From an optimization exercise on the open Yosys and OpenROAD flow, aimed at small area and a short achievable clock period; shortcuts taken in it are not production practice.
RTL that was checked went through simulation tests only; none was proved equivalent to the original.
No functional check of the RTL was part of runs 1 and 2.
Power figures rest on the tool's default switching activity, not on a simulated workload.

--- flow/run.sh ---
#!/bin/bash
# synth_recipe.tcl (not shown) runs the flow's synth.tcl, then flattens the netlist and writes it again
# the make line also repeats each setting of config.mk as NAME=value (left out here)
make -C /OpenROAD-flow-scripts/flow DESIGN_CONFIG=/design/flow/config.mk WORK_HOME=/design/flow/orfs CLKGATE_MAP_FILE= SYNTH_SCRIPT=/design/flow/synth_recipe.tcl finish
--- flow/config.mk ---
export PLATFORM = sky130hd
export DESIGN_NAME = ALU_Pipeline
export DESIGN_NICKNAME = ALU_Pipeline
export VERILOG_FILES = /design/flow/design.v
export SDC_FILE = /design/flow/constraint.sdc
export NUM_CORES = 4
export LEC_CHECK = 0
export ABC_CLOCK_PERIOD_IN_PS = 3000
export CAP_MARGIN = 20
export CORE_MARGIN = 2
export CORE_UTILIZATION = 40
export SETUP_SLACK_MARGIN = 4.0
export SLEW_MARGIN = 20
--- flow/constraint.sdc ---
create_clock -name core_clock -period 7.0 [get_ports {clk}]
set_input_delay 1.4000 -clock core_clock [delete_from_list [all_inputs] [get_ports {clk}]]
set_output_delay 1.4000 -clock core_clock [all_outputs]
set_load 0.01 [all_outputs]
--- flow/design.v ---
module ALUPre (
  input  logic [31:0] A, B,
  input  logic [6:0] funct7,
  input  logic [2:0] funct3,
  input  logic op_add, op_sub, op_and, op_or, op_xor, op_sll, op_srl, op_sra,
  output logic [31:0] X, Y,
  output logic cin
);
  logic [31:0] Ar, s0, s1, s2, s3, s4, Sl;
  logic left, fill, k11, k10, k01, k00, sh_r, sh_l;
  assign left = ~funct3[2];
  assign fill = funct7[5] & A[31];
  always_comb
    for (int i = 0; i < 32; i++) Ar[i] = left ? A[31-i] : A[i];
  assign s0 = B[0] ? {fill, Ar[31:1]}       : Ar;
  assign s1 = B[1] ? {{2{fill}}, s0[31:2]}  : s0;
  assign s2 = B[2] ? {{4{fill}}, s1[31:4]}  : s1;
  assign s3 = B[3] ? {{8{fill}}, s2[31:8]}  : s2;
  assign s4 = B[4] ? {{16{fill}}, s3[31:16]} : s3;
  always_comb
    for (int i = 0; i < 32; i++) Sl[i] = s4[31-i];
  assign k11 = op_sub | op_and | op_or;
  assign k10 = op_add | op_xor | op_or;
  assign k01 = op_add | op_xor | op_or;
  assign k00 = op_sub;
  assign sh_r = op_srl | op_sra;
  assign sh_l = op_sll;
  assign X = (A & B & {32{k11}}) | (A & ~B & {32{k10}}) | (~A & B & {32{k01}})
           | (~A & ~B & {32{k00}}) | (s4 & {32{sh_r}}) | (Sl & {32{sh_l}});
  assign Y = (A & B & {32{op_add}}) | (A & ~B & {32{op_sub}});
  assign cin = op_sub;
endmodule
module ALU (
  input  logic [31:0] X, Y,
  input  logic cin,
  output logic [31:0] Result,
  output logic Zero, Carry, Overflow
);
  logic [32:0] c;
  logic [31:0] zt;
  logic [31:0] g0, p0;
  assign g0 = {Y[31:1], Y[0] | (X[0] & cin)};
  assign p0 = X | Y;
  genvar l, i;
  generate
    for (l = 0; l <= 5; l++) begin : lv
      logic [31:0] g, p;
      if (l == 0) begin : base
        assign g = g0;
        assign p = p0;
      end else begin : node
        for (i = 0; i < 32; i++) begin : b
          if (((i >> (l-1)) & 1) == 1) begin : m
            localparam int J = ((i >> (l-1)) << (l-1)) - 1;
            assign g[i] = lv[l-1].g[i] | (lv[l-1].p[i] & lv[l-1].g[J]);
            assign p[i] = lv[l-1].p[i] & lv[l-1].p[J];
          end else begin : t
            assign g[i] = lv[l-1].g[i];
            assign p[i] = lv[l-1].p[i];
          end
        end
      end
    end
  endgenerate
  assign c = {lv[5].g, cin};
  assign Result = X ^ c[31:0];
  assign Carry = c[32] ^ cin;
  assign Overflow = c[32] ^ c[31];
  assign zt = X ^ {X[30:0] | Y[30:0], cin};
  assign Zero = ~|zt;
endmodule
module ALUControl(
  input  logic [6:0] funct7,
  input  logic [2:0] funct3,
  input  logic [6:0] opcode,
  output logic op_add, op_sub, op_and, op_or, op_xor, op_sll, op_srl, op_sra
);
  logic rtype, f7z, f7s;
  assign rtype = (opcode == 7'b0110011);
  assign f7z   = rtype & (funct7 == 7'b0000000);
  assign f7s   = rtype & (funct7 == 7'b0100000);
  assign op_add = f7z & (funct3 == 3'b000);
  assign op_sub = f7s & (funct3 == 3'b000);
  assign op_and = f7z & (funct3 == 3'b111);
  assign op_or  = f7z & (funct3 == 3'b110);
  assign op_xor = f7z & (funct3 == 3'b100);
  assign op_sll = f7z & (funct3 == 3'b001);
  assign op_srl = f7z & (funct3 == 3'b101);
  assign op_sra = f7s & (funct3 == 3'b101);
endmodule
module InstructionDecoder(
  input  logic [31:0] instruction,
  output logic [6:0]  opcode,
  output logic [2:0]  funct3,
  output logic [6:0]  funct7
);
  assign opcode = instruction[6:0];
  assign funct3 = instruction[14:12];
  assign funct7 = instruction[31:25];
endmodule
module ALU_Pipeline(
  input  logic clk, rst,
  input  logic [31:0] A_in, B_in,
  input  logic [31:0] instr_in,
  output logic [31:0] Result_out,
  output logic Zero_out, Carry_out, Overflow_out, Negative_out
);
  logic [6:0] opcode, funct7;
  logic [2:0] funct3;
  logic op_add, op_sub, op_and, op_or, op_xor, op_sll, op_srl, op_sra;
  logic [31:0] X_d, Y_d;
  logic cin_d;
  logic [31:0] X_reg, Y_reg;
  logic cin_reg;
  logic [31:0] Result_comb;
  logic Zero_comb, Carry_comb, Overflow_comb;
  InstructionDecoder decoder (
    .instruction(instr_in),
    .opcode(opcode),
    .funct3(funct3),
    .funct7(funct7)
  );
  ALUControl control (
    .opcode(opcode), .funct3(funct3), .funct7(funct7),
    .op_add(op_add), .op_sub(op_sub), .op_and(op_and), .op_or(op_or),
    .op_xor(op_xor), .op_sll(op_sll), .op_srl(op_srl), .op_sra(op_sra)
  );
  ALUPre pre (
    .A(A_in), .B(B_in), .funct7(funct7), .funct3(funct3),
    .op_add(op_add), .op_sub(op_sub), .op_and(op_and), .op_or(op_or),
    .op_xor(op_xor), .op_sll(op_sll), .op_srl(op_srl), .op_sra(op_sra),
    .X(X_d), .Y(Y_d), .cin(cin_d)
  );
  always_ff @(posedge clk or posedge rst) begin
    if (rst) begin
      X_reg <= 0;
      Y_reg <= 0;
      cin_reg <= 0;
    end else begin
      X_reg <= X_d;
      Y_reg <= Y_d;
      cin_reg <= cin_d;
    end
  end
  ALU alu_inst (
    .X(X_reg), .Y(Y_reg), .cin(cin_reg),
    .Result(Result_comb),
    .Zero(Zero_comb),
    .Carry(Carry_comb),
    .Overflow(Overflow_comb)
  );
  always_ff @(posedge clk or posedge rst) begin
    if (rst) begin
      Result_out <= 0;
      Zero_out <= 0;
      Carry_out <= 0;
      Overflow_out <= 0;
    end else begin
      Result_out <= Result_comb;
      Zero_out <= Zero_comb;
      Carry_out <= Carry_comb;
      Overflow_out <= Overflow_comb;
    end
  end
  assign Negative_out = Result_out[31];
endmodule
==> key figures, run 1 <==
Run status
  • Status: no timing/DRC/antenna violations

Power and ir drop
  • Tot Pwr: 1587 uW
  • P per Cell Area: 137.1 mW/mm^2
  • Leakage: 0.004837 uW
  • VDD IR max: 108.4 uV

Global routing
  • Total Routing Usage GR: 0.2531
  • Largest net degree at the start of global routing: 80
  • Congestion Overflow GR: 0
  • Antenna violations before repair: 0
  • First-pass GRT wire length: 43330 um
  • Vias in the first global route: 7677

Logic synthesis
  • #FFs+latches synth: 100
  • Synthesized net count: 1032
  • Most common cell in the netlist: a21oi_1
  • Synth top area share: 0.3020
  • Async SR Flop Fraction: 1.000
  • Cell taking the most area after synthesis: dfrtp_1
  • Most frequent cells after synthesis: 125 x a21oi_1, 120 x nor2_1, 100 x dfrtp_1
  • Register area share after synthesis: 0.3020
  • Distinct cells, synth: 70
  • Yosys warns: 2
  • EDFF count, synth: 0
  • Top cells by area in the synthesized netlist: dfrtp_1 30%, mux4_2 12%, a21oi_1 7.5%
  • Syn Area/Cell: 8.882 um^2
  • Synthesized area: 0.008287 mm^2
  • Dominant synthesized flop cell: dfrtp_1
  • Synth Instances: 933

STA
  • Final hold vios: 0
  • # setup viols final: 0
  • Final Cycle Share: 0.4495
  • FMAX: 317.8 MHz
  • Slew HR: 0.3612
  • Final Skew: 14.29 ps
  • Worst-Margin Slew: 958.2 ps
  • Final worst slack: 3853 ps
  • Max-slew violation count: 0
  • RSZ-0062 raised after global routing: yes
  • Setup total negative slack: 0 ps
  • Min Tclk post-route: 3147 ps

Placed design
  • Hpwl dp: 19150 um
  • PortBufs: 118
  • Post-Place Setup Slack: 2421 ps
  • Final GP Congestion: 0.9273

CTS
  • Reg clk slew, reported paths: 70 ps
  • Clock Tree Root: clkbuf_16
  • Worst-Skew Late Latency: 340 ps
  • TritonCTS clock tree: yes
  • CTS Sinks: 100
  • Clock Tree Buf Depth: 2
  • H-tree depth: 3
  • CTS Buf Count: 9

Floorplanning
  • # rows: 52
  • Boundary Pins: 134
  • Die area: 0.02188 mm^2
  • Initial Util: 0.4082
  • Die Span Y: 147.9 um
  • Core area: 0.02030 mm^2
  • Die W: 147.9 um

Drt
  • Remaining design rule violation count: 0
  • Wirelength, routed: 29250 um
  • Routed length per placed instance: 21.75 um
  • First-pass detailed-route iteration total: 5
  • Remaining antenna violation count: 0
  • Post-DR vias/cell: 6.092
  • Initial drt markers: 855
  • Via count: 8194

Cells and area
  • Nets: 1169
  • Ant diodes: 0
  • Area grow syn2layout: 39.69%
  • Layout cell share with drive strength beyond 1: 0.2809

Job
  • Max_cap viols: 0

Critical path
  • CP Max Fanout: 8
  • RR Startpoint: X_reg[0]$_DFF_PP0_
  • Worst setup path endpoint: X_reg[1]$_DFF_PP0_
  • Required time of the worst setup path: 7220 ps
  • R2r endpoint: Overflow_out$_DFF_PP0_
  • R2R Setup Slk: 4210 ps
  • Critical path endpoint category: register
  • Worst endpoint data arrival time: 3370 ps
  • CP startpoint: instr_in[14]
  • Startpoint types: input port
  • R2r worst-path depth: 8
  • CP Class: in2reg

Hold path
  • Hold Crit Class: reg2reg
  • Hold path start: cin_reg$_DFF_PP0_
  • Hold path depth: 1
==> worst max-delay path: stages <==
cell and delay [ps]:
buf_16 130, buf_16 140, xor2_1 190, mux2_4 350
mux2i_4 250, mux2i_4 130, a21o_1 180, mux2_2 270
a221o_1 330
==> repair_timing <==
item                                    in CTS  in global routing
pin swaps                                   26                 20
hold buffers                                 0                  0
gates cloned                                11                  9
endpoints found under the setup margin      65                 45
buffers inserted                            40                  7
resized for setup                          342                 80
==> worst min path at each step <==
stage                                endpoint  slack [ps]
after CTS                 Carry_out$_DFF_PP0_         500
after global routing      Carry_out$_DFF_PP0_         530
after detailed placement  Carry_out$_DFF_PP0_         490
after global placement    Carry_out$_DFF_PP0_         480
after floorplan           Carry_out$_DFF_PP0_         450
final                     Carry_out$_DFF_PP0_         490
==> stage by stage <==
stage	area, um^2	hold slack, ps	utilization	instances
after floorplan	8531	449.4	-	933
after global placement	9709	484.5	0.4783	1262
after detailed placement	9709	486.3	0.4783	1262
after CTS	11090	496.1	0.5465	1329
after global routing	11580	531.6	0.5703	1345
final	11580	491.2	0.5703	1345
==> routing by layer <==
| layer | share of wire | wire length (um) | GRT usage |
|---|---|---|---|
| met1 | 0.41 | 11990 | 0.3533 |
| met2 | 0.47 | 13780 | 0.4033 |
| met3 | 0.085 | 2496 | 0.03642 |
| met4 | 0.033 | 975 | 0.09095 |
| met5 | 0 | 0 | 0 |
==> power by group <==
part | internal (uW) | total (uW) | leakage, uW | switching [uW]
sequential | 593 | 607 | 0.00135 | 14.6
combinational | 258 | 526 | 0.00335 | 268
clock | 250 | 453 | 0.000129 | 204
total | 1100 | 1590 | 0.00484 | 487
==> cell usage in the layout (no fill, tap or decap), types with 15 or more instances in the layout <==
cell             netlist  routed
nor2_1               120     113
a21oi_1              125     111
dfrtp_1              100     100
clkdlybuf4s50_1        0      65
buf_4                  4      54
nand2_1               49      47
mux4_2                43      43
mux2i_1               54      37
nor2b_1               32      30
xnor2_1               28      28
o21ai_0               34      25
o211ai_1              21      21
buf_6                  0      20
nor3_1                20      19
a21o_1                17      17
clkbuf_16              0      17
inv_1                 18      16
mux2_4                 1      15
==> kinds of logic after synthesis <==
| family | synth area share |
|---|---|
| multiplexers | 0.2138 |
| XOR/XNOR | 0.04333 |
| buffers and inverters | 0.04590 |
| adder cells (fa/ha/maj) | 0.001510 |
| AND/OR/NAND/NOR | 0.1450 |
| flip-flops | 0.3020 |
| AO/OA/AOI/OAI | 0.2485 |
==> final cells by class <==
cell class                      instances  area [um^2]
Fill cell                            1781         8723
Multi-Input combinational cell        742         6093
Sequential cell                       100         2502
Timing Repair Buffer                  197         2267
Tap cell                              270        337.8
Clock buffer                           12        246.5
Inverter                               20        103.9
Clock inverter                          4        25.02
==> run 2: changes to the inputs <==
--- a/flow/config.mk
+++ b/flow/config.mk
@@ -5,9 +5,7 @@
 export SDC_FILE = /design/flow/constraint.sdc
 export NUM_CORES = 4
 export LEC_CHECK = 0
-export ABC_CLOCK_PERIOD_IN_PS = 3000
 export CAP_MARGIN = 20
 export CORE_MARGIN = 2
 export CORE_UTILIZATION = 40
-export SETUP_SLACK_MARGIN = 4.0
 export SLEW_MARGIN = 20
==> key figures, run 2 <==
Logic synthesis
  • Synth top area share: 0.3020 (unchanged)
  • Top cells by area in the synthesized netlist: dfrtp_1 30%, mux4_2 12%, a21oi_1 7.5%
  • Cell taking the most area after synthesis: dfrtp_1
  • Most frequent cells after synthesis: 125 x a21oi_1, 120 x nor2_1, 100 x dfrtp_1
  • Syn Area/Cell: 8.882 um^2 (unchanged)
  • Synthesized net count: 1032 (unchanged)
  • Async SR Flop Fraction: 1.000 (unchanged)
  • Synth Instances: 933 (unchanged)
  • Yosys warns: 2 (unchanged)
  • #FFs+latches synth: 100 (unchanged)
  • EDFF count, synth: 0 (unchanged)
  • Dominant synthesized flop cell: dfrtp_1
  • Distinct cells, synth: 70 (unchanged)
  • Most common cell in the netlist: a21oi_1
  • Synthesized area: 0.008287 mm^2 (unchanged)
  • Register area share after synthesis: 0.3020 (unchanged)

Floorplanning
  • Die area: 0.02188 mm^2 (unchanged)
  • Initial Util: 0.4082 (unchanged)
  • Boundary Pins: 134 (unchanged)
  • # rows: 52 (unchanged)
  • Core area: 0.02030 mm^2 (unchanged)
  • Die W: 147.9 um (unchanged)
  • Die Span Y: 147.9 um (unchanged)

CTS
  • TritonCTS clock tree: yes
  • H-tree depth: 3 (unchanged)
  • Clock Tree Buf Depth: 2 (unchanged)
  • Setup Fix Bufs, Post-CTS: 0 (-100%)
  • CTS Sinks: 100 (unchanged)
  • Cts hold-fix bufs: 0 (unchanged)
  • Reg clk slew, reported paths: 60 ps (about the same)
  • Worst-Skew Late Latency: 340 ps (about the same)
  • CTS Buf Count: 9 (unchanged)
  • Clock Tree Root: clkbuf_16
  • CTS resizes: 0 (-100%)

Cells and area
  • Core Util, Final: 0.4867 (-0.08358)
  • Non-filler instance count after layout: 1276 (-5.1%)
  • Area grow syn2layout: 19.22%
  • Finished Cell Area: 0.009879 mm^2 (-15%)
  • Layout cell share with drive strength beyond 1: 0.1064 (-0.1746)
  • Ant diodes: 0 (unchanged)
  • Fillcell total: 1966 (+10%)
  • Commonest non-fill, non-tap cells in the layout: 125 x a21oi_1, 120 x nor2_1, 115 x clkdlybuf4s50_1, 100 x dfrtp_1, 54 x mux2i_1
  • Commonest non-fill, non-tap cell in the layout: a21oi_1
  • Nets: 1102 (-5.7%)

Critical path
  • CP Max Fanout: 35 (+27)
  • CP Class: in2reg
  • Worst endpoint data arrival time: 4520 ps (+1150 ps)
  • CP startpoint: B_in[1]
  • R2r endpoint: Overflow_out$_DFF_PP0_
  • RR Startpoint: X_reg[0]$_DFF_PP0_
  • R2R Setup Slk: 3980 ps (-230 ps)
  • Startpoint types: input port
  • Critical path endpoint category: register
  • R2r worst-path depth: 8 (unchanged)
  • Worst setup path endpoint: X_reg[24]$_DFF_PP0_
  • Required time of the worst setup path: 7220 ps (about the same)

STA
  • Final hold vios: 0 (unchanged)
  • Final Cycle Share: 0.6142 (+0.1647)
  • Min Tclk post-route: 4299 ps (+1153 ps)
  • Setup total negative slack: 0 ps (unchanged)
  • Worst Hold Slack: 485.5 ps (-5.675 ps)
  • RSZ-0062 raised after global routing: no
  • # setup viols final: 0 (unchanged)
  • Final Skew: 9.300 ps (-4.992 ps)
  • Max-slew violation count: 0 (unchanged)
  • FMAX: 232.6 MHz (-27%)
  • Worst-Margin Slew: 942.7 ps (-15.48 ps)
  • Slew HR: 0.3715 (+0.01032)

Global routing
  • Largest net degree at the start of global routing: 80 (unchanged)
  • Total Routing Usage GR: 0.2327 (-0.02042)
  • Congestion Overflow GR: 0 (unchanged)
  • Vias in the first global route: 6883 (-10%)
  • First-pass GRT wire length: 39720 um (-8.3%)
  • Antenna violations before repair: 0 (unchanged)

Placed design
  • PortBufs: 118 (unchanged)
  • Post-place instance area: 0.009607 mm^2 (-1.1%)
  • DP Cell Count: 1262 (unchanged)
  • Hpwl dp: 19220 um (+0.39%)
  • Final GP Congestion: 0.9455 (+2.0%)

Drt
  • First-pass detailed-route iteration total: 6 (+1)
  • Post-DR vias/cell: 5.940 (-2.5%)
  • Remaining antenna violation count: 0 (unchanged)
  • Initial drt markers: 731 (-15%)
  • Via count: 7579 (-7.5%)
  • Routed length per placed instance: 19.75 um (-9.2%)
  • Wirelength, routed: 25200 um (-14%)
  • Remaining design rule violation count: 0 (unchanged)

Power and ir drop
  • VDD IR max: 114.0 uV (+5.2%)
  • P per Cell Area: 147.2 mW/mm^2 (+7.4%)
  • Leakage: 0.004056 uW (-16%)

Hold path
  • Hold Crit Class: reg2reg

Run status
  • Status: no timing/DRC/antenna violations

Job
  • Max_cap viols: 0 (unchanged)
run 2: metal layers:
metal	wire length (um)	GRT usage
met5	0	0
met4	585	0.06381
met3	1454	0.02222
met2	11580	0.3556
met1	11580	0.3529
run 2: how the worst min path moves through the flow:
stage                           start                   to  slack, ps  cells past startpoint
finish              cin_reg$_DFF_PP0_  Carry_out$_DFF_PP0_        490                      1
floorplan           cin_reg$_DFF_PP0_  Carry_out$_DFF_PP0_        450                      1
global route        cin_reg$_DFF_PP0_  Carry_out$_DFF_PP0_        510                      1
detailed placement  cin_reg$_DFF_PP0_  Carry_out$_DFF_PP0_        480                      1
global placement    cin_reg$_DFF_PP0_  Carry_out$_DFF_PP0_        490                      1
CTS                 cin_reg$_DFF_PP0_  Carry_out$_DFF_PP0_        490                      1
run 2: worst max-delay path, stage by stage:
cell      delay [ps]
buf_2            670
buf_4            480
mux2_2           390
mux4_2           490
nand2_1           90
o21ai_0           80
a211oi_1         400
a21oi_1          170
a211o_1          350
run 2: through the flow:
step	worst slack (ps)	total power (uW)
global placement	2367	1003
CTS	2731	1463
global route	2560	1525
finish	2701	1454
floorplan	2981	851.0
detailed placement	2353	1005
run 2: cells by family (layout without fill, tap and decap cells):
family | after synthesis | in the layout | synth area share
adders and majority gates | 1 | 1 | 0.001510
muxes | 120 | 120 | 0.2138
DFF | 100 | 100 | 0.3020
and+or+nand+nor | 261 | 261 | 0.1450
AOI/OAI and AO/OA | 318 | 318 | 0.2485
buffers and inverters | 92 | 165 | 0.04590
xor gates and xnor gates | 41 | 41 | 0.04333
run 2: report_power, final:
group	switching (uW)	leakage [uW]	internal, uW
sequential	15.4	0.00135	593
combinational	210	0.00257	180
clock	209	0.000131	247
total	435	0.00406	1020
run 2: cell type report:
cell class              instances  area (um^2)  area share
repair buffers                131         1267      0.1283
clock buffers                  10        239.0     0.02419
flip-flops and latches        100         2502      0.2533
multi-input cells             741         5429      0.5495
inverters                      20        77.57    0.007852
clock inverters                 4        26.28    0.002660
well taps                     270        337.8     0.03419
==> run 3: changes to the inputs <==
--- a/flow/design.v
+++ b/flow/design.v
@@ -1,33 +1,27 @@
 module ALUPre (
   input  logic [31:0] A, B,
-  input  logic [6:0] funct7,
-  input  logic [2:0] funct3,
   input  logic op_add, op_sub, op_and, op_or, op_xor, op_sll, op_srl, op_sra,
   output logic [31:0] X, Y,
   output logic cin
 );
-  logic [31:0] Ar, s0, s1, s2, s3, s4, Sl;
-  logic left, fill, k11, k10, k01, k00, sh_r, sh_l;
-  assign left = ~funct3[2];
-  assign fill = funct7[5] & A[31];
+  logic [31:0] Ar, s0, s1, s2, s3, s4, Sr;
+  logic fill;
   always_comb
-    for (int i = 0; i < 32; i++) Ar[i] = left ? A[31-i] : A[i];
+    for (int i = 0; i < 32; i++) Ar[i] = op_sll ? A[31-i] : A[i];
+  assign fill = op_sra & A[31];
   assign s0 = B[0] ? {fill, Ar[31:1]}       : Ar;
   assign s1 = B[1] ? {{2{fill}}, s0[31:2]}  : s0;
   assign s2 = B[2] ? {{4{fill}}, s1[31:4]}  : s1;
   assign s3 = B[3] ? {{8{fill}}, s2[31:8]}  : s2;
   assign s4 = B[4] ? {{16{fill}}, s3[31:16]} : s3;
   always_comb
-    for (int i = 0; i < 32; i++) Sl[i] = s4[31-i];
-  assign k11 = op_sub | op_and | op_or;
-  assign k10 = op_add | op_xor | op_or;
-  assign k01 = op_add | op_xor | op_or;
-  assign k00 = op_sub;
-  assign sh_r = op_srl | op_sra;
-  assign sh_l = op_sll;
-  assign X = (A & B & {32{k11}}) | (A & ~B & {32{k10}}) | (~A & B & {32{k01}})
-           | (~A & ~B & {32{k00}}) | (s4 & {32{sh_r}}) | (Sl & {32{sh_l}});
-  assign Y = (A & B & {32{op_add}}) | (A & ~B & {32{op_sub}});
+    for (int i = 0; i < 32; i++) Sr[i] = op_sll ? s4[31-i] : s4[i];
+  assign X = ((op_add | op_xor) ? (A ^ B)  : 32'd0)
+           | (op_sub            ? ~(A ^ B) : 32'd0)
+           | (op_and            ? (A & B)  : 32'd0)
+           | (op_or             ? (A | B)  : 32'd0)
+           | ((op_sll | op_srl | op_sra) ? Sr : 32'd0);
+  assign Y = (op_add ? (A & B) : 32'd0) | (op_sub ? (A & ~B) : 32'd0);
   assign cin = op_sub;
 endmodule
 module ALU (
@@ -126,7 +120,7 @@
     .op_xor(op_xor), .op_sll(op_sll), .op_srl(op_srl), .op_sra(op_sra)
   );
   ALUPre pre (
-    .A(A_in), .B(B_in), .funct7(funct7), .funct3(funct3),
+    .A(A_in), .B(B_in),
     .op_add(op_add), .op_sub(op_sub), .op_and(op_and), .op_or(op_or),
     .op_xor(op_xor), .op_sll(op_sll), .op_srl(op_srl), .op_sra(op_sra),
     .X(X_d), .Y(Y_d), .cin(cin_d)
==> key figures, run 3 <==
Critical path
  • Worst endpoint data arrival time: 5210 ps (+690 ps)
  • Required time of the worst setup path: 7230 ps (about the same)
  • CP Max Fanout: 28 (-20%)
  • Startpoint types: input port
  • CP Class: in2reg
  • Critical path endpoint category: register

Logic synthesis
  • Register area share after synthesis: 0.2725 (-0.02946)
  • Cell taking the most area after synthesis: dfrtp_1
  • #FFs+latches synth: 100 (unchanged)
  • Async SR Flop Fraction: 1.000 (unchanged)
  • EDFF count, synth: 0 (unchanged)
  • Syn Area/Cell: 8.959 um^2 (+0.86%)
  • Synthesized area: 0.009183 mm^2 (+11%)
  • Distinct cells, synth: 64 (-8.6%)
  • Synthesized net count: 1220 (+18%)
  • Synth top area share: 0.2725 (-0.02946)
  • Dominant synthesized flop cell: dfrtp_1
  • Most frequent cells after synthesis: 100 x dfrtp_1, 97 x ha_1, 95 x a21oi_1
  • Yosys warns: 2 (unchanged)
  • Top cells by area in the synthesized netlist: dfrtp_1 27%, ha_1 13%, mux4_2 10%
  • Synth Instances: 1025 (+9.9%)
  • Most common cell in the netlist: dfrtp_1

Cells and area
  • Ant diodes: 0 (unchanged)
  • Fillcell total: 2203 (+12%)
  • Commonest non-fill, non-tap cells in the layout: 117 x clkdlybuf4s50_1, 100 x dfrtp_1, 97 x ha_1, 95 x a21oi_1, 92 x nand2_1
  • Area grow syn2layout: 18.11%
  • Area of the multi-input gates: 0.006167 mm^2 (+14%)
  • Commonest non-fill, non-tap cell in the layout: clkdlybuf4s50_1
  • Sequential cell area: 0.002502 mm^2 (unchanged)
  • Layout cell share with drive strength beyond 1: 0.07401 (-0.03235)
  • Nets: 1298 (+18%)
  • Non-filler instance count after layout: 1393 (+9.2%)

Power and ir drop
  • P per Cell Area: 149.0 mW/mm^2 (+1.2%)
  • Leakage: 0.004905 uW (+21%)
  • VDD IR max: 102.2 uV (-10%)

CTS
  • Clock Tree Buf Depth: 2 (unchanged)
  • Setup Fix Bufs, Post-CTS: 0 (unchanged)
  • TritonCTS clock tree: yes
  • Clock Tree Root: clkbuf_16
  • Reg clk slew, reported paths: 70 ps (about the same)
  • H-tree depth: 3 (unchanged)
  • CTS Sinks: 100 (unchanged)
  • Worst-Skew Late Latency: 350 ps (about the same)
  • CTS resizes: 0 (unchanged)
  • CTS Buf Count: 9 (unchanged)
  • Cts hold-fix bufs: 0 (unchanged)

Drt
  • Via count: 8300 (+9.5%)
  • Wirelength, routed: 29580 um (+17%)
  • Remaining antenna violation count: 0 (unchanged)
  • Routed length per placed instance: 21.23 um (+7.5%)
  • Remaining design rule violation count: 0 (unchanged)
  • Post-DR vias/cell: 5.958 (+0.31%)
  • First-pass detailed-route iteration total: 5 (-1)
  • Initial drt markers: 699 (-4.4%)

Placed design
  • PortBufs: 118 (unchanged)
  • DP Cell Count: 1377 (+9.1%)
  • Final GP Congestion: 1.012 (+7.1%)
  • Hpwl dp: 22780 um (+19%)

Global routing
  • Grt met1 use: 0.3566 (+0.003665)
  • Total Routing Usage GR: 0.2460 (+0.01332)
  • First-pass GRT wire length: 45460 um (+14%)
  • Met2 Usage GRT: 0.3892 (+0.03359)
  • M3 GR Usage: 0.03426 (+0.01204)
  • Antenna violations before repair: 1 (+1)
  • Vias in the first global route: 7678 (+12%)
  • Largest net degree at the start of global routing: 79 (-1.3%)
  • GRT busiest layer: met2
  • Congestion Overflow GR: 0 (unchanged)

STA
  • Final Skew: 6.860 ps (-2.440 ps)
  • Worst-Margin Slew: 1094 ps (+151.7 ps)
  • FMAX: 200.8 MHz (-14%)
  • Final Cycle Share: 0.7114 (+0.09722)
  • Worst Hold Slack: 541.4 ps (+55.89 ps)
  • Max-slew violation count: 0 (unchanged)
  • Slew HR: 0.2680 (-0.1035)
  • Setup total negative slack: 0 ps (unchanged)
  • Min Tclk post-route: 4980 ps (+680.6 ps)
  • Final hold vios: 0 (unchanged)
  • RSZ-0062 raised after global routing: no
  • # setup viols final: 0 (unchanged)

Floorplanning
  • Die area: 0.02418 mm^2 (+11%)
  • # rows: 55 (+5.8%)
  • Die W: 155.5 um (+5.1%)
  • Core area: 0.02257 mm^2 (+11%)
  • Initial Util: 0.4068 (-0.001404)
  • Boundary Pins: 134 (unchanged)
  • Die Span Y: 155.5 um (+5.1%)

Hold path
  • Hold Crit Class: reg2reg

Job
  • Max_cap viols: 0 (unchanged)

Run status
  • Status: no timing/DRC/antenna violations
[run 3: changes by cell type in the layout (fill, tap and decap cells not counted), moves of 31 or more]
cell / change
nor2b_1: -31
nand2_1: +43
nor2_1: -33
inv_1: +59
ha_1: +96
a22o_1: +33
o21ai_0: +33
[run 3: layout make-up]
| class | instances | share of cell area |
|---|---|---|
| multi-input cells | 786 | 0.5686 |
| flip-flops and latches | 100 | 0.2307 |
| repair buffers | 127 | 0.1147 |
| well taps | 285 | 0.03288 |
| inverters | 79 | 0.02757 |
| clock buffers | 10 | 0.02111 |
| clock inverters | 6 | 0.004384 |
[run 3: logic make-up (layout without fill, tap and decap cells)]
logic type	Yosys count	count (layout)	share of synthesized area
AOI/OAI and AO/OA	318	318	0.2277
muxes	73	73	0.1375
DFF	100	100	0.2725
xor gates and xnor gates	51	51	0.04864
buffers and inverters	139	222	0.05832
and+or+nand+nor	247	247	0.1232
adders and majority gates	97	97	0.1322
[run 3: through the flow]
stage               total power (uW)  cell area (um^2)    util  worst slack [ps]
floorplan                      944.2              9183       -              2687
finish                          1616             10850  0.4805              2020
global placement                1150             10570  0.4682              1701
CTS                             1624             10850  0.4805              2060
detailed placement              1154             10570  0.4682              1692
global route                    1702             10850  0.4805              1900
[run 3: where the power goes]
group	switching, uW	leakage [uW]	total (uW)	internal, uW
Clock	223	0.000134	468	245
Sequential	39.3	0.00133	654	615
Combinational	271	0.00344	494	223
[run 3: worst paths after layout]
| path | start | end | slack [ps] | depth (start not counted) |
|---|---|---|---|---|
| min in group asynchronous | rst | Result_out[22]$_DFF_PP0_ | 1350 | 2 |
| hold / removal | X_reg[11]$_DFF_PP0_ | Result_out[11]$_DFF_PP0_ | 540 | 1 |
| setup reg to reg | cin_reg$_DFF_PP0_ | Overflow_out$_DFF_PP0_ | 3810 | 10 |
| hold reg to reg | X_reg[11]$_DFF_PP0_ | Result_out[11]$_DFF_PP0_ | 540 | 1 |
| max in group asynchronous | rst | Result_out[1]$_DFF_PP0_ | 4450 | 3 |
| setup / recovery | instr_in[6] | X_reg[25]$_DFF_PP0_ | 2020 | 11 |
[run 3: per-layer routing]
metal	vias up	part of all wire
met4	0	0.020
met1	4047	0.46
met5	-	0
met2	311	0.46
met3	36	0.064
li1	3906	-
[run 3: worst max-delay path, cell delays in order]
cell and delay [ps]:
clkdlybuf4s50_1 470, nor4_4 340, nand4b_4 220, nor4_4 240, buf_4 420, mux4_2 610
a211oi_1 430, mux2i_1 240, a21boi_0 440, o221ai_1 170, a21o_1 210

re-timing with driven ports:
How much do the figures lean on ideal ports? The routed layouts below were timed once more, with nothing changed but the port constraints. Step 1 sets driving cells, clkbuf_16 on the clock port and buf_2 on the other inputs (assumed; they add their load-dependent delay and slew). Step 2 moves the port delays by t, midway between the first and last clock arrival at a register: inputs arrive t later, outputs are due t later. That takes back most of the time a late clock gives input paths. a / b / c = ideal / step 1 / step 2; a / b = the first two.
run | shift t [ns] | slack for setup (ns) | clock arrival spread, ns
run 1 | 0.377 | 3.853 / 3.735 / 3.359 | 0.015 / 0.015
run 2 | 0.385 | 2.701 / 2.721 / 2.337 | 0.012 / 0.011
run 3 | 0.385 | 2.020 / 2.039 / 1.654 | 0.007 / 0.007
After both steps every run listed still meets setup and hold. For run 1, which loses most, drivers alone change the setup slack by -0.118 ns; drivers and shift together by -0.494 ns.
